What follows belongs to an exercise in optimizing a design on an open flow for small area and a short achievable clock period; a production flow would make more cautious choices. Function was checked by simulation only, so behaviour that the tests miss may differ from the original. In every run shown here, the design's own scripts or RTL, not TritonCTS, make the clock network. No driver is modelled on the clock port, so clock power and skew are understated where the tree is cut down; a real chip needs a root buffer or a tree.

==> flow/design.v, too long to show whole: its modules and the start of the top module <==
// module mul16_top: 15 lines
// module multiplier: 1841 lines
// module mul_fa: 4 lines
// module mul_xnor: 3 lines
// module mul_or: 3 lines
module mul16_top(
    input clk,
    input [15:0] a,
    input [15:0] b,
    output reg [31:0] res
);
  // ...
==> flow/flow/run.sh <==
#!/bin/bash
# Own layout flow: the standard ORFS flow (standard.sh), with
#  - port buffers of a small, fast buffer cell instead of the default delay buffer;
#  - the clock tree rebuilt after CTS as one level of four buffers driven by the clock
#    port (flatten_clock_core.tcl), which shortens the clock's insertion delay for all
#    registers alike;
#  - after that, and after global routing, timing repair aiming for setup slack above a
#    margin, so that the design is sized for the period it can reach rather than left at
#    minimum size by the loose clock.
# make's output goes to standard.log here; ORFS keeps each step's log in orfs/logs.
set -euo pipefail
cd "$(dirname "$0")/.."
export FLOW_DIR_OWN="$PWD/flow"
export FLOW_SETUP_MARGIN=16.95
export BUFFER_PORTS_ARGS="-buffer_cell sky130_fd_sc_hd__buf_1"
export CTS_ARGS="-sink_clustering_enable -repair_clock_nets -dont_use_dummy_load -buf_list sky130_fd_sc_hd__clkbuf_8"
export POST_CTS_TCL="$PWD/flow/flatten_clock_post.tcl"
export PRE_GLOBAL_ROUTE_TCL="$PWD/flow/grt_margin.tcl"
bash standard.sh > standard.log 2>&1
==> flow/flow/flatten_clock_core.tcl <==
# Rebuild the clock tree that CTS made as a single level: the clock port drives
# NLEAF clock buffers directly, each driving the registers of one region of the
# core. This removes the root buffer level and so the clock's insertion delay
# (it does not skew registers against each other: all go through one buffer).
set nleaf 4
set bufcell sky130_fd_sc_hd__clkbuf_16
set block [ord::get_db_block]
set clknet [$block findNet clk]
# every register clock pin (sink) of the tree, and every clock-tree buffer
set sinks {}
set bufs {}
set todo [list $clknet]
while {[llength $todo]} {
  set net [lindex $todo 0]
  set todo [lrange $todo 1 end]
  foreach it [$net getITerms] {
    if {![$it isInputSignal] && [$it getIoType] ne "INPUT"} { continue }
    set inst [$it getInst]
    set m [[$inst getMaster] getName]
    if {[string match "sky130_fd_sc_hd__clkbuf*" $m] || [string match "sky130_fd_sc_hd__clkinv*" $m] || [string match "sky130_fd_sc_hd__buf*" $m]} {
      if {[lsearch -exact $bufs $inst] < 0} {
        lappend bufs $inst
        foreach o [$inst getITerms] {
          if {[$o isOutputSignal]} { lappend todo [$o getNet] }
        }
      }
    } else {
      lappend sinks $it
    }
  }
}
puts "flatten_clock: [llength $sinks] sinks, [llength $bufs] buffers"
# split the sinks into nleaf groups: halves by x, then each half by y
proc loc {it} {
  set b [[$it getInst] getBBox]
  return [list [expr {([$b xMin] + [$b xMax]) / 2}] [expr {([$b yMin] + [$b yMax]) / 2}]]
}
proc split_by {items idx} {
  set s [lsort -real -index 1 [lmap it $items {list $it [lindex [loc $it] $idx]}]]
  set n [expr {[llength $s] / 2}]
  return [list [lmap p [lrange $s 0 [expr {$n - 1}]] {lindex $p 0}] [lmap p [lrange $s $n end] {lindex $p 0}]]
}
set groups {}
foreach half [split_by $sinks 0] {
  foreach q [split_by $half 1] { lappend groups $q }
}
# remove the old tree
foreach inst $bufs {
  foreach o [$inst getITerms] {
    if {[$o isOutputSignal]} {
      set n [$o getNet]
      foreach it [$n getITerms] { $it disconnect }
      odb::dbNet_destroy $n
    }
  }
  odb::dbInst_destroy $inst
}
# one buffer per group, at the group's centre
set master [[ord::get_db] findMaster $bufcell]
set k 0
foreach g $groups {
  set sx 0; set sy 0
  foreach it $g { lassign [loc $it] x y; incr sx $x; incr sy $y }
  set cx [expr {$sx / [llength $g]}]; set cy [expr {$sy / [llength $g]}]
  set inst [odb::dbInst_create $block $master "clkbuf_leaf_$k"]
  set net [odb::dbNet_create $block "clknet_leaf_$k"]
  $net setSigType CLOCK
  [$inst findITerm A] connect $clknet
  [$inst findITerm X] connect $net
  foreach it $g { $it connect $net }
  $inst setLocation $cx $cy
  $inst setPlacementStatus PLACED
  puts "flatten_clock: clkbuf_leaf_$k drives [llength $g] sinks"
  incr k
}
==> flow/flow/flatten_clock_post.tcl <==
source $::env(FLOW_DIR_OWN)/flatten_clock_core.tcl
detailed_placement
estimate_parasitics -placement
# size the design for the period it can reach: repair setup against a margin
set ::env(SETUP_SLACK_MARGIN) $::env(FLOW_SETUP_MARGIN)
repair_timing_helper
detailed_placement
check_placement -verbose
==> flow/flow/grt_margin.tcl <==
# the global-route stage's timing repair uses the same setup margin as after CTS
set ::env(SETUP_SLACK_MARGIN) $::env(FLOW_SETUP_MARGIN)
==> flow/standard.sh <==
#!/bin/bash
# synth_recipe.tcl (not shown) runs the flow's synth.tcl, then flattens the netlist and writes it again
# the make line also repeats each setting of config.mk as NAME=value (left out here)
make -C /OpenROAD-flow-scripts/flow DESIGN_CONFIG=/design/flow/config.mk WORK_HOME=/design/flow/orfs CLKGATE_MAP_FILE= SYNTH_SCRIPT=/design/flow/synth_recipe.tcl "${@:-finish}"
==> flow/config.mk <==
export PLATFORM = sky130hd
export DESIGN_NAME = mul16_top
export DESIGN_NICKNAME = mul16_top
export VERILOG_FILES = /design/flow/design.v
export SDC_FILE = /design/flow/constraint.sdc
export NUM_CORES = 4
export LEC_CHECK = 0
export CAP_MARGIN = 20
export CORE_MARGIN = 2
export CORE_UTILIZATION = 55
export SLEW_MARGIN = 20
export SYNTH_HIERARCHICAL = 1
==> flow/constraint.sdc <==
create_clock -name core_clock -period 22.0 [get_ports {clk}]
set_input_delay 4.4000 -clock core_clock [delete_from_list [all_inputs] [get_ports {clk}]]
set_output_delay 4.4000 -clock core_clock [all_outputs]
set_load 0.01 [all_outputs]
==> results.py, run 1 <==
metrics = {
    "status": {
        "status": "complete, no violations",
    },
    "route": {
        "drtIter0Drc": 371,
        "dr_wl_met3_um": 1200,
    },
    "layout": {
        "syn2layout_area_growth_pct": 12.0,
        "final_cells": 1055,
        "dominant_cells": "multi-input combinational cells",
        "largest-register": "res",
    },
    "yosys": {
        "synth_area_leader_cell": "fa_1",
        "synthSimpleGateAreaFrac_pct": 16.9,
        "synth-compound-area-share_pct": 6.99,
        "synthMuxAreaShare_pct": 0,
    },
    "setup_path": {
        "cp.arrival_ps": 630,
        "cp-start-kind": "flip-flop",
        "critPathMaxStageDelay_ps": 320,
        "r2r_cells": 16,
    },
    "min_path": {
        "min_path_cells": 1,
        "whs_endpoint": "res[0]",
    },
    "global_routing": {
        "grt_use_total_pct": 29.2,
        "met1_usage_pct": 36.5,
    },
    "placed_design": {
        "io_buffers": 64,
        "place_hpwl_um": 16100,
    },
    "sta": {
        "finClkSkew_ps": 23.2,
    },
    "clock_network": {
        "clock_sinks": 64,
    },
}
==> run 2: changes to the inputs <==
--- a/flow/flow/run.sh
+++ b/flow/flow/run.sh
@@ -11,7 +11,7 @@
 set -euo pipefail
 cd "$(dirname "$0")/.."
 export FLOW_DIR_OWN="$PWD/flow"
-export FLOW_SETUP_MARGIN=16.95
+export FLOW_SETUP_MARGIN=0
 export BUFFER_PORTS_ARGS="-buffer_cell sky130_fd_sc_hd__buf_1"
 export CTS_ARGS="-sink_clustering_enable -repair_clock_nets -dont_use_dummy_load -buf_list sky130_fd_sc_hd__clkbuf_8"
 export POST_CTS_TCL="$PWD/flow/flatten_clock_post.tcl"
==> results.py, run 2 <==
metrics = {
    "route": {
        "viasPerCell": 6.02,
        "via_count": 6055,
        "avgRoutedWirePerCell_um": 21.4,
        "routed_wl_um": 21500,
        "drtPass1Iterations": 5,
        "drtIter0Drc": 326,
        "postRouteAntennaNets": 0,
        "post-route-drc-count": 0,
    },
    "clock_network": {
        "clk_pin_slew_worst_paths_ps": 90,
        "clock_sinks": 64,
        "worst_skew_pair.late_latency_ps": 150,
    },
    "yosys": {
        "synth_xor_area_share_pct": 4.59,
        "ys_seq_area_share_pct": 15.6,
        "yosysUniqueCellTypes": 47,
        "yosysMostFrequentCell": "nand2_1",
        "syn_avg_cell_area_um2": 10.0,
        "synth.net_count": 1079,
        "ys_ff_latch": 64,
        "synth-edff-count": 0,
        "synth_top_area_share_pct": 47.6,
        "ys_dominant_reg_cell": "dfxtp_1",
        "synth_area_leader_cell": "fa_1",
        "async_flop_share_pct": 0,
        "netlist_instances": 820,
        "synth-adder-area-share_pct": 52.3,
        "synthSimpleGateAreaFrac_pct": 16.9,
        "ys_top_cells_by_count": "nand2_1, fa_1, dfxtp_1",
        "synth_top_family_by_area": "adder cells",
        "netlist_area_mm2": 0.00820,
        "synth-compound-area-share_pct": 6.99,
        "synthMuxAreaShare_pct": 0,
        "netlist_top_cells_area": "fa_1, dfxtp_1, nand2_1, ha_1, xnor2_1",
        "yosys_warnings": 7,
    },
    "floorplanning": {
        "num_rows": 44,
        "die-width_um": 126,
        "initial_core_util_pct": 56.4,
        "die_h_um": 126,
        "core-area_mm2": 0.0145,
        "die-area_mm2": 0.0159,
        "ios": 65,
    },
    "min_path": {
        "hold_start": "b_r[0]",
        "whs_endpoint": "res[0]",
        "min_path_cells": 1,
        "min-delay-path-class": "reg2reg",
    },
    "run": {
        "cap_viol_max_count": 0,
    },
    "setup_path": {
        "setup.worst_path.class": "reg2reg",
        "r2r_slack_ps": 16230,
        "cp.arrival_ps": 5830,
        "crit_fanout": 16,
        "cp-start-kind": "flip-flop",
        "critPathRequiredTime_ps": 22070,
        "endpoint_kind": "flip-flop",
        "r2r-start": "b_r[6]",
        "r2r_cells": 15,
        "critPathLaunch": "b_r[6]",
        "rr_endpoint": "res[27]",
    },
    "global_routing": {
        "grt_antenna_before_repair": 0,
        "first_global_vias": 6679,
        "grt_use_total_pct": 28.6,
        "overflow": 0,
        "grt_pass1_wl_um": 34800,
        "grt_max_degree": 17,
    },
    "placed_design": {
        "io_buffers": 64,
        "gp_congestion": 0.952,
        "place_hpwl_um": 16100,
        "dp_cells": 1001,
    },
    "layout": {
        "largestRegisters": "res: 32 flops, a_r: 16 flops, b_r: 16 flops",
        "final_common_cell": "nand2_1",
        "final_cells": 1005,
        "drive_above_1_share_pct": 2.19,
        "largest-register": "res",
        "n_antenna_cell": 0,
        "post-route-util_pct": 58.5,
        "syn2layout_area_growth_pct": 3.75,
        "largest_reg_flops": 32,
        "final_cell_mix": "nand2_1, fa_1, dfxtp_1, buf_1, ha_1",
        "nets": 1082,
        "nFillCells": 1256,
    },
    "sta": {
        "max_freq_ghz": 0.173,
        "setup_violations": 0,
        "min_period_ps": 5770,
        "tightest_slew_ps": 883,
        "hold_viol": 0,
        "tns_ps": 0,
        "rsz0062_at_grt": "no",
        "slew_violations": 0,
        "hold_slack_ps": 846,
        "timing.final.crit_share_pct": 26.2,
        "finClkSkew_ps": 23.2,
        "slew_headroom_pct": 41.1,
    },
    "status": {
        "status": "complete, no violations",
    },
}
[run 2: how the worst max path moves through the flow]
stage / endpoint / cells past startpoint
global placement: res[27] / 15
detailed placement: res[27] / 15
global route: res[27] / 15
floorplan: res[27] / 18
finish: res[27] / 15
[run 2: kinds of logic (layout without fill, tap and decap cells)]
family          count (synthesis)  count (layout)
simple gates                  332             332
fa+ha+maj                     226             226
compound gates                 82              82
buf+inv                        73              74
flops                          64              64
xor+xnor                       43              43
[run 2: through the flow]
stage                     instance area (µm²)  worst slack, ps
after floorplan                          8200            16670
after global placement                   8410            16440
after detailed placement                 8410            16360
after global routing                     8510            16090
final                                    8510            16230
[run 2: final cells by class]
cell class	count	area, µm²	share of cell area [%]
Tap cell	184	230	2.71
Timing Repair Buffer	65	248	2.91
Inverter	5	18.8	0.221
Buffer	4	100	1.18
Sequential cell	64	1280	15.1
Multi-Input combinational cell	683	6630	77.9
[run 2: modules after synthesis, one instance, submodules excluded]
module | flops+latches | cells
mul_xnor | 0 | 1
mul16_top | 64 | 64
multiplier | 0 | 531
mul_fa | 0 | 1
mul_or | 0 | 1
[run 2: critical path, cell delays in order (launching register included)]
cell     delay, ps
dfxtp_1        850
nand2_1        180
fa_1           590
fa_1           430
fa_1           490
fa_1           400
fa_1           510
fa_1           410
ha_1           410
a21oi_1        250
o21ai_1        140
a21o_1         200
a211o_1        260
a31o_1         190
a21oi_1        220
xor2_1         160
[run 2: metal layers]
metal | track usage, % | vias up | wire (µm)
li1 | - | 2581 | -
met1 | 36.0 | 3174 | 8260
met2 | 50.0 | 240 | 11200
met3 | 3.91 | 60 | 1200
met4 | 12.2 | 0 | 846
met5 | 0 | - | 0
==> run 3: changes to the inputs <==
--- a/flow/flow/run.sh
+++ b/flow/flow/run.sh
@@ -11,7 +11,7 @@
 set -euo pipefail
 cd "$(dirname "$0")/.."
 export FLOW_DIR_OWN="$PWD/flow"
-export FLOW_SETUP_MARGIN=0
+export FLOW_SETUP_MARGIN=16.85
 export BUFFER_PORTS_ARGS="-buffer_cell sky130_fd_sc_hd__buf_1"
 export CTS_ARGS="-sink_clustering_enable -repair_clock_nets -dont_use_dummy_load -buf_list sky130_fd_sc_hd__clkbuf_8"
 export POST_CTS_TCL="$PWD/flow/flatten_clock_post.tcl"
==> results.py, run 3 <==
metrics = {
    "layout": {
        "syn2layout_area_growth_pct": 8.64,
        "final_cell_mix": "nand2_1, fa_1, buf_1",
        "final_common_cell": "nand2_1",
        "n_antenna_cell": 0,
        "largest_reg_flops": 32,
        "largestRegisters": "res: 32 flops, a_r: 16 flops, b_r: 16 flops",
        "drive_above_1_share_pct": 11.2,
        "nets": 1117,
        "largest-register": "res",
        "final_area_mm2": 0.00891,
    },
    "yosys": {
        "yosysMostFrequentCell": "nand2_1",
        "synth_top_area_share_pct": 47.6,
        "ys_top_cells_by_count": "nand2_1, fa_1, dfxtp_1",
        "synthMuxAreaShare_pct": 0,
        "netlist_area_mm2": 0.00820,
        "synthSimpleGateAreaFrac_pct": 16.9,
        "netlist_instances": 820,
        "async_flop_share_pct": 0,
        "synth_xor_area_share_pct": 4.59,
        "netlist_top_cells_area": "fa_1, dfxtp_1, nand2_1, ha_1, xnor2_1",
        "synth-adder-area-share_pct": 52.3,
        "synth-edff-count": 0,
        "synth-compound-area-share_pct": 6.99,
        "yosysUniqueCellTypes": 47,
        "ys_ff_latch": 64,
        "ys_seq_area_share_pct": 15.6,
        "synth_top_family_by_area": "adder cells",
        "syn_avg_cell_area_um2": 10.0,
        "ys_dominant_reg_cell": "dfxtp_1",
        "yosys_warnings": 7,
        "synth.net_count": 1079,
        "synth_area_leader_cell": "fa_1",
    },
    "sta": {
        "finClkSkew_ps": 22.3,
        "tightest_slew_ps": 599,
        "slew_violations": 0,
        "slew_headroom_pct": 60.0,
        "rsz0062_at_grt": "yes",
        "tns_ps": 0,
        "max_freq_ghz": 0.197,
        "setup_violations": 0,
        "timing.final.crit_share_pct": 23.0,
        "min_period_ps": 5070,
        "hold_viol": 0,
    },
    "route": {
        "viasPerCell": 6.00,
        "avgRoutedWirePerCell_um": 21.1,
        "drtPass1Iterations": 5,
        "postRouteAntennaNets": 0,
        "via_count": 6238,
        "drtIter0Drc": 439,
        "maxUsedRoutingLayer": "met4",
        "dr_wl_met2_um": 11600,
        "post-route-drc-count": 0,
        "met1_length_um": 8360,
        "dr_wl_met3_um": 1330,
        "routed_wl_um": 22000,
    },
    "floorplanning": {
        "ios": 65,
        "die-area_mm2": 0.0159,
        "num_rows": 44,
        "die_h_um": 126,
        "core-area_mm2": 0.0145,
        "initial_core_util_pct": 56.4,
        "die-width_um": 126,
    },
    "min_path": {
        "hold_start": "b_r[0]",
        "min_path_cells": 1,
        "whs_endpoint": "res[0]",
        "min-delay-path-class": "reg2reg",
    },
    "clock_network": {
        "clock_sinks": 64,
        "clk_pin_slew_worst_paths_ps": 90,
        "worst_skew_pair.late_latency_ps": 160,
    },
    "setup_path": {
        "cp.arrival_ps": 5140,
        "endpoint_kind": "flip-flop",
        "critPathRequiredTime_ps": 22070,
        "r2r_slack_ps": 16930,
        "setup.worst_path.class": "reg2reg",
        "crit_fanout": 15,
        "cp-start-kind": "flip-flop",
        "r2r_cells": 15,
        "r2r-start": "a_r[7]",
        "rr_endpoint": "res[27]",
    },
    "placed_design": {
        "dpl-instance-area_mm2": 0.00841,
        "gp_congestion": 0.952,
        "io_buffers": 64,
        "place_hpwl_um": 16100,
    },
    "global_routing": {
        "grt_max_degree": 17,
        "grt_pass1_wl_um": 35000,
        "first_global_vias": 6692,
        "grt_use_total_pct": 28.7,
        "grt_antenna_before_repair": 0,
        "overflow": 0,
    },
    "run": {
        "cap_viol_max_count": 0,
    },
    "status": {
        "status": "complete, no violations",
    },
}
==> run 3: cell counts after synthesis <==
Identical to the previous run, type by type.
==> run 3: per-layer routing <==
layer / up-vias / GRT usage, %
met1: 3262 / 36.1
met2: 279 / 50.8
li1: 2652 / -
met5: - / 0
met4: 0 / 11.6
met3: 45 / 3.57
==> run 3: cell type report <==
class                   count  area, µm²
plain buffers               4        100
inverters                   5       18.8
repair buffers            100        512
flip-flops and latches     64       1380
multi-input cells         683       6670
fillers                  1218       5630
well taps                 184        230
==> run 3: logic make-up (layout without fill, tap and decap cells) <==
| kind of cell | count (synthesis) | count (layout) |
|---|---|---|
| buffers and inverters | 73 | 109 |
| DFF | 64 | 64 |
| xor gates and xnor gates | 43 | 43 |
| adders and majority gates | 226 | 226 |
| and+or+nand+nor | 332 | 332 |
| AOI/OAI and AO/OA | 82 | 82 |
==> run 3: critical path, cell delays in order, from the launching register on <==
cell and delay, ps:
dfxtp_4 470, nand2_1 110, fa_1 470, fa_1 540, fa_1 430, fa_1 420
fa_1 460, fa_1 500, ha_2 320, a21oi_1 180, o21ai_1 120, a21o_1 190
a211o_1 260, a31o_1 210, a21oi_2 170, xor2_1 150
==> run 3: per-module statistics from Yosys, one instance, submodules excluded <==
module	cells	cell area [µm²]
mul16_top	64	1280
mul_fa	1	20.0
mul_or	1	6.26
mul_xnor	1	8.76
multiplier	531	2790
==> run 3: metrics by stage <==
| stage | setup slack (ps) | hold slack (ps) | util [%] | std cells |
|---|---|---|---|---|
| floorplan | 16670 | 629 | - | 820 |
| finish | 16930 | 629 | 61.3 | 1040 |
| global placement | 16440 | 831 | 57.8 | 1001 |
| global route | 16820 | 646 | 61.3 | 1040 |
| detailed placement | 16360 | 841 | 57.8 | 1001 |
==> run 3: worst max-delay path by stage <==
stage,from,to,depth (start not counted)
3_5_place_dp,b_r[6],res[27],15
5_1_grt,b_r[7],res[27],15
3_3_place_gp,b_r[6],res[27],15
6_report,a_r[7],res[27],15
2_1_floorplan,b_r[6],res[27],18
==> run 4: changes to the inputs <==
--- a/flow/flow/run.sh
+++ b/flow/flow/run.sh
@@ -11,7 +11,8 @@
 set -euo pipefail
 cd "$(dirname "$0")/.."
 export FLOW_DIR_OWN="$PWD/flow"
-export FLOW_SETUP_MARGIN=16.85
+export FLOW_SETUP_MARGIN=0
+export FLOW_IN_REG_CELL=sky130_fd_sc_hd__dfxtp_4
 export BUFFER_PORTS_ARGS="-buffer_cell sky130_fd_sc_hd__buf_1"
 export CTS_ARGS="-sink_clustering_enable -repair_clock_nets -dont_use_dummy_load -buf_list sky130_fd_sc_hd__clkbuf_8"
 export POST_CTS_TCL="$PWD/flow/flatten_clock_post.tcl"
--- a/flow/flow/flatten_clock_post.tcl
+++ b/flow/flow/flatten_clock_post.tcl
@@ -1,4 +1,9 @@
 source $::env(FLOW_DIR_OWN)/flatten_clock_core.tcl
+if {[info exists ::env(FLOW_IN_REG_CELL)] && $::env(FLOW_IN_REG_CELL) ne ""} {
+  foreach inst [get_cells {a_r* b_r*}] {
+    replace_cell $inst $::env(FLOW_IN_REG_CELL)
+  }
+}
 detailed_placement
 estimate_parasitics -placement
 # size the design for the period it can reach: repair setup against a margin
==> results.py, run 4 <==
metrics = {
    "yosys": {
        "synth.net_count": 1079,
        "syn_avg_cell_area_um2": 10.0,
        "ys_dominant_reg_cell": "dfxtp_1",
        "yosys_warnings": 7,
        "ys_seq_area_share_pct": 15.6,
        "netlist_instances": 820,
        "yosysMostFrequentCell": "nand2_1",
        "synth-edff-count": 0,
        "yosysUniqueCellTypes": 47,
        "synth_area_leader_cell": "fa_1",
        "netlist_area_mm2": 0.00820,
        "ys_top_cells_by_count": "nand2_1, fa_1, dfxtp_1",
        "ys_ff_latch": 64,
        "async_flop_share_pct": 0,
        "synth_top_area_share_pct": 47.6,
        "netlist_top_cells_area": "fa_1, dfxtp_1, nand2_1, ha_1, xnor2_1",
    },
    "clock_network": {
        "clock_sinks": 64,
        "worst_skew_pair.late_latency_ps": 150,
        "clk_pin_slew_worst_paths_ps": 90,
    },
    "sta": {
        "slew_violations": 0,
        "tightest_slew_ps": 600,
        "finClkSkew_ps": 21.9,
        "layout_setup_ws_ps": 16690,
        "setup_violations": 0,
        "max_freq_ghz": 0.188,
        "timing.final.crit_share_pct": 24.1,
        "rsz0062_at_grt": "no",
        "hold_viol": 0,
        "min_period_ps": 5310,
        "tns_ps": 0,
        "slew_headroom_pct": 59.9,
        "hold_slack_ps": 633,
    },
    "floorplanning": {
        "die-area_mm2": 0.0159,
        "num_rows": 44,
        "die-width_um": 126,
        "die_h_um": 126,
        "core-area_mm2": 0.0145,
        "initial_core_util_pct": 56.4,
        "ios": 65,
    },
    "setup_path": {
        "cp.arrival_ps": 5380,
        "setup.worst_path.class": "reg2reg",
        "crit_fanout": 16,
        "cp-start-kind": "flip-flop",
        "endpoint_kind": "flip-flop",
        "critPathRequiredTime_ps": 22070,
    },
    "global_routing": {
        "first_global_vias": 6672,
        "overflow": 0,
        "grt_use_total_pct": 28.6,
        "grt_antenna_before_repair": 0,
        "grt_pass1_wl_um": 34700,
        "grt_max_degree": 17,
    },
    "route": {
        "post-route-drc-count": 0,
        "drtPass1Iterations": 5,
        "routed_wl_um": 21400,
        "drtIter0Drc": 439,
        "postRouteAntennaNets": 0,
        "viasPerCell": 5.98,
        "avgRoutedWirePerCell_um": 21.3,
        "via_count": 6008,
    },
    "layout": {
        "final_common_cell": "nand2_1",
        "largestRegisters": "res: 32 flops, a_r: 16 flops, b_r: 16 flops",
        "syn2layout_area_growth_pct": 5.22,
        "final_cell_mix": "nand2_1, fa_1, buf_1",
        "nets": 1082,
        "largest_reg_flops": 32,
        "post-route-util_pct": 59.4,
        "n_antenna_cell": 0,
        "largest-register": "res",
        "drive_above_1_share_pct": 6.09,
    },
    "placed_design": {
        "io_buffers": 64,
        "place_ws_ps": 16360,
        "place_hpwl_um": 16100,
        "gp_congestion": 0.952,
    },
    "run": {
        "cap_viol_max_count": 0,
    },
    "min_path": {
        "min-delay-path-class": "reg2reg",
    },
    "status": {
        "status": "complete, no violations",
    },
}
-- run 4: cell counts after synthesis --
Identical to the previous run, type by type.
-- run 4: cell type report --
cell class                      instances  area (µm²)
Timing Repair Buffer                   65         248
Sequential cell                        64        1400
Inverter                                5        18.8
Fill cell                            1236        5910
Multi-Input combinational cell        683        6630
Tap cell                              184         230
Buffer                                  4         100
-- run 4: final timing paths --
path / cells past startpoint / startpoint / end / slack, ps
hold / removal: 1 / b_r[0] / res[0] / 630
setup / recovery: 15 / b_r[6] / res[27] / 16690
hold reg to reg: 1 / b_r[0] / res[0] / 630
setup reg to reg: 15 / b_r[6] / res[27] / 16690
-- run 4: per-stage QoR --
step | instance area, µm² | cells
finish | 8630 | 1005
floorplan | 8200 | 820
global placement | 8410 | 1001
global route | 8630 | 1005
detailed placement | 8410 | 1001
-- run 4: logic make-up (layout without fill, tap and decap cells) --
group           count (synthesis)  after routing  synth area share, %
fa+ha+maj                     226            226                 52.3
xor+xnor                       43             43                 4.59
flops                          64             64                 15.6
compound gates                 82             82                 6.99
simple gates                  332            332                 16.9
buf+inv                        73             74                 3.53
-- run 4: modules after synthesis (local to each module, per instance) --
module | copies in the design | flip-flops and latches
mul_fa | 195 | 0
mul_or | 15 | 0
multiplier | 1 | 0
mul16_top | 1 | 64
mul_xnor | 15 | 0
-- run 4: critical path, stage by stage (launching register included) --
cell and delay [ps]:
dfxtp_4 490, nand2_1 120, fa_1 560, fa_1 430
fa_1 490, fa_1 400, fa_1 510, fa_1 410
ha_1 410, a21oi_1 250, o21ai_1 130, a21o_1 190
a211o_1 260, a31o_1 190, a21oi_1 220, xor2_1 160
-- run 4: metal layers --
metal | global-route usage, % | wire length [µm] | vias to the layer above
met5 | 0 | 0 | -
met4 | 12.2 | 828 | 0
met3 | 3.74 | 1130 | 45
met2 | 49.7 | 11200 | 218
met1 | 36.1 | 8280 | 3161
li1 | - | - | 2584
==> run 5: changes to the inputs <==
--- a/flow/flow/run.sh
+++ b/flow/flow/run.sh
@@ -11,7 +11,7 @@
 set -euo pipefail
 cd "$(dirname "$0")/.."
 export FLOW_DIR_OWN="$PWD/flow"
-export FLOW_SETUP_MARGIN=0
+export FLOW_SETUP_MARGIN=16.95
 export FLOW_IN_REG_CELL=sky130_fd_sc_hd__dfxtp_4
 export BUFFER_PORTS_ARGS="-buffer_cell sky130_fd_sc_hd__buf_1"
 export CTS_ARGS="-sink_clustering_enable -repair_clock_nets -dont_use_dummy_load -buf_list sky130_fd_sc_hd__clkbuf_8"
==> results.py, run 5 <==
metrics = {
    "layout": {
        "largest-register": "res",
        "final_common_cell": "nand2_1",
        "final_cell_mix": "nand2_1, fa_1, buf_1",
        "nFillCells": 1183,
        "largest_reg_flops": 32,
        "nets": 1133,
        "largestRegisters": "res: 32 flops, a_r: 16 flops, b_r: 16 flops",
        "final_cells": 1056,
        "drive_above_1_share_pct": 15.6,
        "final_area_mm2": 0.00920,
        "n_antenna_cell": 0,
        "syn2layout_area_growth_pct": 12.2,
    },
    "sta": {
        "tightest_slew_ps": 561,
        "layout_setup_ws_ps": 16970,
        "min_period_ps": 5030,
        "hold_slack_ps": 653,
        "rsz0062_at_grt": "yes",
        "setup_violations": 0,
        "tns_ps": 0,
        "slew_violations": 0,
        "finClkSkew_ps": 22.0,
        "slew_headroom_pct": 62.4,
        "timing.final.crit_share_pct": 22.8,
        "max_freq_ghz": 0.199,
        "hold_viol": 0,
    },
    "global_routing": {
        "grt_antenna_before_repair": 0,
        "grt_use_total_pct": 29.2,
        "overflow": 0,
        "grt_pass1_wl_um": 35500,
        "grt_max_degree": 17,
        "first_global_vias": 6842,
    },
    "min_path": {
        "whs_endpoint": "res[0]",
        "min-delay-path-class": "reg2reg",
        "min_path_cells": 1,
        "hold_start": "a_r[0]",
    },
    "route": {
        "drtPass1Iterations": 5,
        "via_count": 6261,
        "viasPerCell": 5.93,
        "postRouteAntennaNets": 0,
        "post-route-drc-count": 0,
        "avgRoutedWirePerCell_um": 21.3,
        "drtIter0Drc": 390,
        "routed_wl_um": 22500,
    },
    "floorplanning": {
        "initial_core_util_pct": 56.4,
        "die_h_um": 126,
        "num_rows": 44,
        "die-area_mm2": 0.0159,
        "die-width_um": 126,
        "core-area_mm2": 0.0145,
        "ios": 65,
    },
    "yosys": {
        "yosysMostFrequentCell": "nand2_1",
        "async_flop_share_pct": 0,
        "ys_ff_latch": 64,
        "netlist_instances": 820,
        "synth-edff-count": 0,
        "netlist_top_cells_area": "fa_1, dfxtp_1, nand2_1, ha_1, xnor2_1",
        "yosysUniqueCellTypes": 47,
        "ys_top_cells_by_count": "nand2_1, fa_1, dfxtp_1",
        "synth.net_count": 1079,
        "ys_seq_area_share_pct": 15.6,
        "synth_top_area_share_pct": 47.6,
        "syn_avg_cell_area_um2": 10.0,
        "yosys_warnings": 7,
        "netlist_area_mm2": 0.00820,
        "ys_dominant_reg_cell": "dfxtp_1",
        "synth_area_leader_cell": "fa_1",
    },
    "setup_path": {
        "critPathRequiredTime_ps": 17600,
        "r2r_slack_ps": 17020,
        "worst_path_dominant_cell_family": "flip-flops",
        "cp_num_buf_inv": 1,
        "r2r_cells": 14,
        "rr_endpoint": "res[30]",
        "critPathMaxStageDelay_ps": 320,
        "cp.arrival_ps": 630,
        "crit_fanout": 1,
        "r2r-start": "b_r[6]",
        "endpoint_kind": "output port",
        "slowest_stage": "dfxtp_1",
        "worstPathCellList": "buf_1",
        "setup.worst_path.class": "reg2out",
        "cp-start-kind": "flip-flop",
    },
    "placed_design": {
        "io_buffers": 64,
        "place_ws_ps": 16360,
        "gp_congestion": 0.952,
        "dp_cells": 1001,
        "dpl-instance-area_mm2": 0.00841,
        "place_hpwl_um": 16100,
    },
    "clock_network": {
        "clock_sinks": 64,
        "clk_pin_slew_worst_paths_ps": 90,
        "worst_skew_pair.late_latency_ps": 150,
    },
    "status": {
        "status": "complete, no violations",
    },
    "run": {
        "cap_viol_max_count": 0,
    },
}
[run 5: final cells by class]
cell class,count,area [µm²],area share (%)
inverter,5,18.8,0.204
sequential,64,1400,15.2
multi-input combinational,683,6790,73.8
buffer,4,100,1.09
timing repair buffer,116,657,7.14
tap,184,230,2.50
[run 5: kinds of logic (layout without fill, tap and decap cells)]
logic type,Yosys count,in the layout,share of synthesized area (%)
adder cells (fa/ha/maj),226,226,52.3
AO/OA/AOI/OAI,82,82,6.99
AND/OR/NAND/NOR,332,332,16.9
flip-flops,64,64,15.6
XOR/XNOR,43,43,4.59
buffers and inverters,73,125,3.53
[run 5: how the worst max path moves through the flow]
stage,from,endpoint,slack [ps],cells after the start
after floorplan,b_r[6],res[27],16670,18
after global placement,b_r[6],res[27],16440,15
after detailed placement,b_r[6],res[27],16360,15
after global routing,b_r[6],res[30],16890,14
final,res[19],res[19],16970,1
[run 5: metal layers]
layer	wire length [µm]	share of wire, %	global-route usage [%]	vias up
met2	11700	52	50.6	266
met4	902	4.0	13.0	0
li1	-	-	-	2685
met5	0	0	0	-
met1	8750	39	36.6	3258
met3	1180	5.2	4.12	52
[run 5: stage by stage]
stage	util [%]
2_1_floorplan	-
3_3_place_gp	57.8
3_5_place_dp	57.8
5_1_grt	63.3
6_report	63.3
[run 5: Yosys stat by module, one instance, submodules excluded]
| module | cell area [µm²] | copies in the design | cells |
|---|---|---|---|
| mul_fa | 20.0 | 195 | 1 |
| multiplier | 2790 | 1 | 531 |
| mul_xnor | 8.76 | 15 | 1 |
| mul_or | 6.26 | 15 | 1 |
| mul16_top | 1280 | 1 | 64 |
==> run 6: changes to the inputs <==
--- a/flow/flow/run.sh
+++ b/flow/flow/run.sh
@@ -11,7 +11,7 @@
 set -euo pipefail
 cd "$(dirname "$0")/.."
 export FLOW_DIR_OWN="$PWD/flow"
-export FLOW_SETUP_MARGIN=16.95
+export FLOW_SETUP_MARGIN=16.85
 export FLOW_IN_REG_CELL=sky130_fd_sc_hd__dfxtp_4
 export BUFFER_PORTS_ARGS="-buffer_cell sky130_fd_sc_hd__buf_1"
 export CTS_ARGS="-sink_clustering_enable -repair_clock_nets -dont_use_dummy_load -buf_list sky130_fd_sc_hd__clkbuf_8"
==> results.py, run 6 <==
metrics = {
    "floorplanning": {
        "die-area_mm2": 0.0159,
        "ios": 65,
        "num_rows": 44,
        "die_h_um": 126,
        "core-area_mm2": 0.0145,
        "initial_core_util_pct": 56.4,
        "die-width_um": 126,
    },
    "route": {
        "dr_wl_met2_um": 11300,
        "dr_wl_met3_um": 1270,
        "drtIter0Drc": 408,
        "post-route-drc-count": 0,
        "postRouteAntennaNets": 0,
        "met1_length_um": 8330,
        "via_count": 6186,
        "avgRoutedWirePerCell_um": 21.1,
        "routed_wl_um": 21900,
        "maxUsedRoutingLayer": "met4",
        "viasPerCell": 5.97,
        "drtPass1Iterations": 5,
    },
    "setup_path": {
        "r2r_cells": 15,
        "endpoint_kind": "flip-flop",
        "r2r-start": "b_r[10]",
        "slowest_stage": "fa_1",
        "rr_endpoint": "res[27]",
        "critPathRequiredTime_ps": 22070,
        "critPathMaxStageDelay_ps": 540,
        "critPathLaunch": "b_r[10]",
        "cp_num_buf_inv": 0,
        "cp_common_cell": "fa_1",
        "cp.depth": 15,
        "crit_fanout": 16,
        "cp-start-kind": "flip-flop",
        "setup.worst_path.class": "reg2reg",
        "worstPathCellList": "nand2_1 > fa_1 > fa_1 > fa_1 > fa_1 > fa_1 > fa_1 > ha_2 > a21oi_1 > o21ai_1 > a21o_1 > a211o_1 > a31o_1 > a21oi_2 > xor2_1",
        "cp.arrival_ps": 5110,
        "crit_end": "res[27]",
        "r2r_slack_ps": 16960,
        "worst_path_dominant_cell_family": "adder cells",
    },
    "yosys": {
        "syn_avg_cell_area_um2": 10.0,
        "netlist_area_mm2": 0.00820,
        "ys_ff_latch": 64,
        "async_flop_share_pct": 0,
        "yosysUniqueCellTypes": 47,
        "ys_dominant_reg_cell": "dfxtp_1",
        "ys_top_cells_by_count": "nand2_1, fa_1, dfxtp_1",
        "ys_seq_area_share_pct": 15.6,
        "yosys_warnings": 7,
        "synth_top_area_share_pct": 47.6,
        "netlist_instances": 820,
        "synth-edff-count": 0,
        "synth_area_leader_cell": "fa_1",
        "yosysMostFrequentCell": "nand2_1",
        "netlist_top_cells_area": "fa_1, dfxtp_1, nand2_1, ha_1, xnor2_1",
        "synth.net_count": 1079,
    },
    "min_path": {
        "min-delay-path-class": "reg2reg",
    },
    "sta": {
        "slew_violations": 0,
        "min_period_ps": 5040,
        "timing.final.crit_share_pct": 22.9,
        "tightest_slew_ps": 597,
        "setup_violations": 0,
        "slew_headroom_pct": 60.1,
        "tns_ps": 0,
        "rsz0062_at_grt": "yes",
        "finClkSkew_ps": 22.9,
        "max_freq_ghz": 0.198,
        "hold_viol": 0,
    },
    "layout": {
        "final_cell_mix": "nand2_1, fa_1, buf_1",
        "drive_above_1_share_pct": 10.9,
        "nets": 1113,
        "n_antenna_cell": 0,
        "syn2layout_area_growth_pct": 8.71,
        "largest_reg_flops": 32,
        "largestRegisters": "res: 32 flops, a_r: 16 flops, b_r: 16 flops",
        "nFillCells": 1216,
        "final_common_cell": "nand2_1",
        "largest-register": "res",
    },
    "clock_network": {
        "clock_sinks": 64,
        "worst_skew_pair.late_latency_ps": 160,
        "clk_pin_slew_worst_paths_ps": 90,
    },
    "placed_design": {
        "io_buffers": 64,
        "gp_congestion": 0.952,
        "place_hpwl_um": 16100,
    },
    "global_routing": {
        "grt_pass1_wl_um": 34900,
        "grt_max_degree": 17,
        "grt_antenna_before_repair": 0,
        "overflow": 0,
        "first_global_vias": 6732,
        "grt_use_total_pct": 28.7,
    },
    "run": {
        "cap_viol_max_count": 0,
    },
    "status": {
        "status": "complete, no violations",
    },
}
## run 6: cell types whose count changed in the layout (fill, tap and decap cells not counted), sizes merged
cell and delta:
clkbuf -5, buf -15
## run 6: how the worst min path moves through the flow
stage                     startpoint  endpoint  slack, ps  cells past startpoint
final                         b_r[0]    res[0]        630                      1
after detailed placement      b_r[0]    res[0]        840                      1
after global placement        b_r[0]    res[0]        830                      1
after floorplan               b_r[0]    res[0]        630                      2
after global routing          b_r[0]    res[0]        650                      1
## run 6: cell families after synthesis
family / share of synthesized area [%]
AND/OR/NAND/NOR: 16.9
adder cells (fa/ha/maj): 52.3
AO/OA/AOI/OAI: 6.99
buffers and inverters: 3.53
flip-flops: 15.6
XOR/XNOR: 4.59
## run 6: routing by layer
metal / track usage (%) / vias to the layer above
li1: - / 2643
met1: 36.0 / 3223
met2: 50.0 / 267
met3: 3.82 / 53
met4: 12.7 / 0
met5: 0 / -
## run 6: area by class of cell
class	instances	area [µm²]	area share (%)
plain buffers	4	100	1.12
inverters	5	18.8	0.211
multi-input cells	683	6670	74.8
flip-flops and latches	64	1400	15.7
well taps	184	230	2.58
repair buffers	96	497	5.57
## run 6: stage by stage
step / setup WS (ps) / std cells / instance area (µm²) / util (%) / hold WS [ps]
3_3_place_gp: 16440 / 1001 / 8410 / 57.8 / 831
3_5_place_dp: 16360 / 1001 / 8410 / 57.8 / 841
2_1_floorplan: 16670 / 820 / 8200 / - / 629
6_report: 16960 / 1036 / 8910 / 61.3 / 633
5_1_grt: 16820 / 1036 / 8910 / 61.3 / 646
## run 6: Yosys stat by module, one instance, submodules excluded
module      flip-flops and latches  area (µm²)  copies in the design  cells
mul_xnor                         0        8.76                    15      1
mul_or                           0        6.26                    15      1
mul_fa                           0        20.0                   195      1
mul16_top                       64        1280                     1     64
multiplier                       0        2790                     1    531
==> run 7: changes to the inputs <==
--- a/flow/flow/run.sh
+++ b/flow/flow/run.sh
@@ -11,8 +11,8 @@
 set -euo pipefail
 cd "$(dirname "$0")/.."
 export FLOW_DIR_OWN="$PWD/flow"
-export FLOW_SETUP_MARGIN=16.85
-export FLOW_IN_REG_CELL=sky130_fd_sc_hd__dfxtp_4
+export FLOW_SETUP_MARGIN=0
+export FLOW_IN_REG_CELL=sky130_fd_sc_hd__dfxtp_2
 export BUFFER_PORTS_ARGS="-buffer_cell sky130_fd_sc_hd__buf_1"
 export CTS_ARGS="-sink_clustering_enable -repair_clock_nets -dont_use_dummy_load -buf_list sky130_fd_sc_hd__clkbuf_8"
 export POST_CTS_TCL="$PWD/flow/flatten_clock_post.tcl"
==> results.py, run 7 <==
metrics = {
    "clock_network": {
        "clock_sinks": 64,
        "clk_pin_slew_worst_paths_ps": 90,
        "worst_skew_pair.late_latency_ps": 160,
    },
    "route": {
        "drtIter0Drc": 342,
        "postRouteAntennaNets": 0,
        "viasPerCell": 5.96,
        "routed_wl_um": 21400,
        "post-route-drc-count": 0,
        "via_count": 5994,
        "drtPass1Iterations": 5,
        "avgRoutedWirePerCell_um": 21.3,
    },
    "layout": {
        "largestRegisters": "res: 32 flops, a_r: 16 flops, b_r: 16 flops",
        "drive_above_1_share_pct": 6.09,
        "final_cell_mix": "nand2_1, fa_1, buf_1",
        "final_common_cell": "nand2_1",
        "post-route-util_pct": 58.8,
        "n_antenna_cell": 0,
        "nets": 1082,
        "largest-register": "res",
        "largest_reg_flops": 32,
        "syn2layout_area_growth_pct": 4.24,
    },
    "sta": {
        "min_period_ps": 5450,
        "timing.final.crit_share_pct": 24.8,
        "setup_violations": 0,
        "hold_viol": 0,
        "slew_violations": 0,
        "finClkSkew_ps": 23.4,
        "hold_slack_ps": 678,
        "tns_ps": 0,
        "rsz0062_at_grt": "no",
        "max_freq_ghz": 0.184,
        "slew_headroom_pct": 60.3,
        "tightest_slew_ps": 594,
    },
    "yosys": {
        "synth-adder-area-share_pct": 52.3,
        "synth-compound-area-share_pct": 6.99,
        "ys_top_cells_by_count": "nand2_1, fa_1, dfxtp_1",
        "yosysMostFrequentCell": "nand2_1",
        "ys_dominant_reg_cell": "dfxtp_1",
        "yosysUniqueCellTypes": 47,
        "synthMuxAreaShare_pct": 0,
        "synth.net_count": 1079,
        "synth_area_leader_cell": "fa_1",
        "yosys_warnings": 7,
        "netlist_area_mm2": 0.00820,
        "async_flop_share_pct": 0,
        "synth_top_area_share_pct": 47.6,
        "synth-edff-count": 0,
        "synth_xor_area_share_pct": 4.59,
        "netlist_top_cells_area": "fa_1, dfxtp_1, nand2_1, ha_1, xnor2_1",
        "syn_avg_cell_area_um2": 10.0,
        "synthSimpleGateAreaFrac_pct": 16.9,
        "netlist_instances": 820,
        "ys_ff_latch": 64,
        "ys_seq_area_share_pct": 15.6,
        "synth_top_family_by_area": "adder cells",
    },
    "floorplanning": {
        "die_h_um": 126,
        "die-area_mm2": 0.0159,
        "ios": 65,
        "num_rows": 44,
        "core-area_mm2": 0.0145,
        "initial_core_util_pct": 56.4,
        "die-width_um": 126,
    },
    "status": {
        "status": "complete, no violations",
    },
    "setup_path": {
        "setup.worst_path.class": "reg2reg",
        "cp-start-kind": "flip-flop",
        "worstPathCellList": "nand2_1 > fa_1 > fa_1 > fa_1 > fa_1 > fa_1 > fa_1 > ha_1 > a21oi_1 > o21ai_1 > a21o_1 > a211o_1 > a31o_1 > a21oi_1 > xor2_1",
        "critPathMaxStageDelay_ps": 590,
        "cp_common_cell": "fa_1",
        "cp_num_buf_inv": 0,
        "endpoint_kind": "flip-flop",
        "crit_fanout": 16,
        "cp.arrival_ps": 5510,
        "slowest_stage": "dfxtp_2",
        "critPathRequiredTime_ps": 22070,
        "worst_path_dominant_cell_family": "adder cells",
    },
    "global_routing": {
        "grt_max_degree": 17,
        "grt_pass1_wl_um": 34800,
        "grt_antenna_before_repair": 0,
        "overflow": 0,
        "first_global_vias": 6680,
        "grt_use_total_pct": 28.6,
    },
    "run": {
        "cap_viol_max_count": 0,
    },
    "placed_design": {
        "gp_congestion": 0.952,
        "place_hpwl_um": 16100,
        "io_buffers": 64,
    },
    "min_path": {
        "min-delay-path-class": "reg2reg",
    },
}
==> run 7: final timing paths <==
check	from	to	slack (ps)	depth (start not counted)
setup reg to reg	b_r[6]	res[27]	16550	15
hold / removal	b_r[0]	res[0]	680	1
hold reg to reg	b_r[0]	res[0]	680	1
setup / recovery	b_r[6]	res[27]	16550	15
==> run 7: modules after synthesis (local to each module, per instance) <==
module / cell area (µm²) / flip-flops and latches / copies in the design
mul_or: 6.26 / 0 / 15
mul16_top: 1280 / 64 / 1
multiplier: 2790 / 0 / 1
mul_xnor: 8.76 / 0 / 15
mul_fa: 20.0 / 0 / 195
==> run 7: kinds of logic after synthesis <==
kind of cell	count (synthesis)
buf+inv	73
xor+xnor	43
compound gates	82
flops	64
fa+ha+maj	226
simple gates	332
==> run 7: worst reg2reg max path, delay by kind of cell, from the launching register on <==
family	cells	cell delay [ps]
adder cells (fa/ha/maj)	7	3230
XOR/XNOR	1	160
AND/OR/NAND/NOR	1	160
AO/OA/AOI/OAI	6	1240
flip-flops	1	590
==> run 7: metal layers <==
metal  GRT usage [%]  routed length, µm
met4            12.2                784
met1            36.0               8180
met5               0                  0
met2            50.1              11200
met3            3.61               1250
==> run 7: area by class of cell <==
cell class / instances / area (µm²)
multi-input combinational: 683 / 6630
fill: 1247 / 5990
sequential: 64 / 1320
timing repair buffer: 65 / 248
tap: 184 / 230
buffer: 4 / 100
inverter: 5 / 18.8
==> run 7: per-stage QoR <==
step	instances	cell area, µm²	worst slack (ps)
2_1_floorplan	820	8200	16670
3_3_place_gp	1001	8410	16440
3_5_place_dp	1001	8410	16360
5_1_grt	1005	8550	16390
6_report	1005	8550	16550

==> re-timing with driven ports <==
How much do the figures lean on ideal ports? The routed layouts below were timed once more, with nothing changed but the port constraints. Step 1, drivers: a clkbuf_16 drives clk and a buf_2 each remaining input, both assumed. Step 2 times the ports against the registers' clock, not the clock port: input delays grow and output delays shrink by t, the midpoint of the rising clock arrivals with the driver on. Three values: no drivers, after step 1, after step 2; two values: the first two.
run	t (ns)	setup slack, ns	worst setup path after step 2	pins driven straight from the clock port
run 1	0.241	16.971 / 16.876 / 17.033	register to register	4
run 2	0.241	16.235 / 16.235 / 16.235	register to register	4
run 3	0.241	16.931 / 16.871 / 16.931	register to register	4
run 4	0.241	16.690 / 16.690 / 16.690	register to register	4
run 5	0.240	16.974 / 16.878 / 17.018	register to register	4
run 6	0.240	16.961 / 16.872 / 16.961	register to register	4
run 7	0.241	16.552 / 16.552 / 16.552	register to register	4
After both steps every run listed still meets setup and hold.
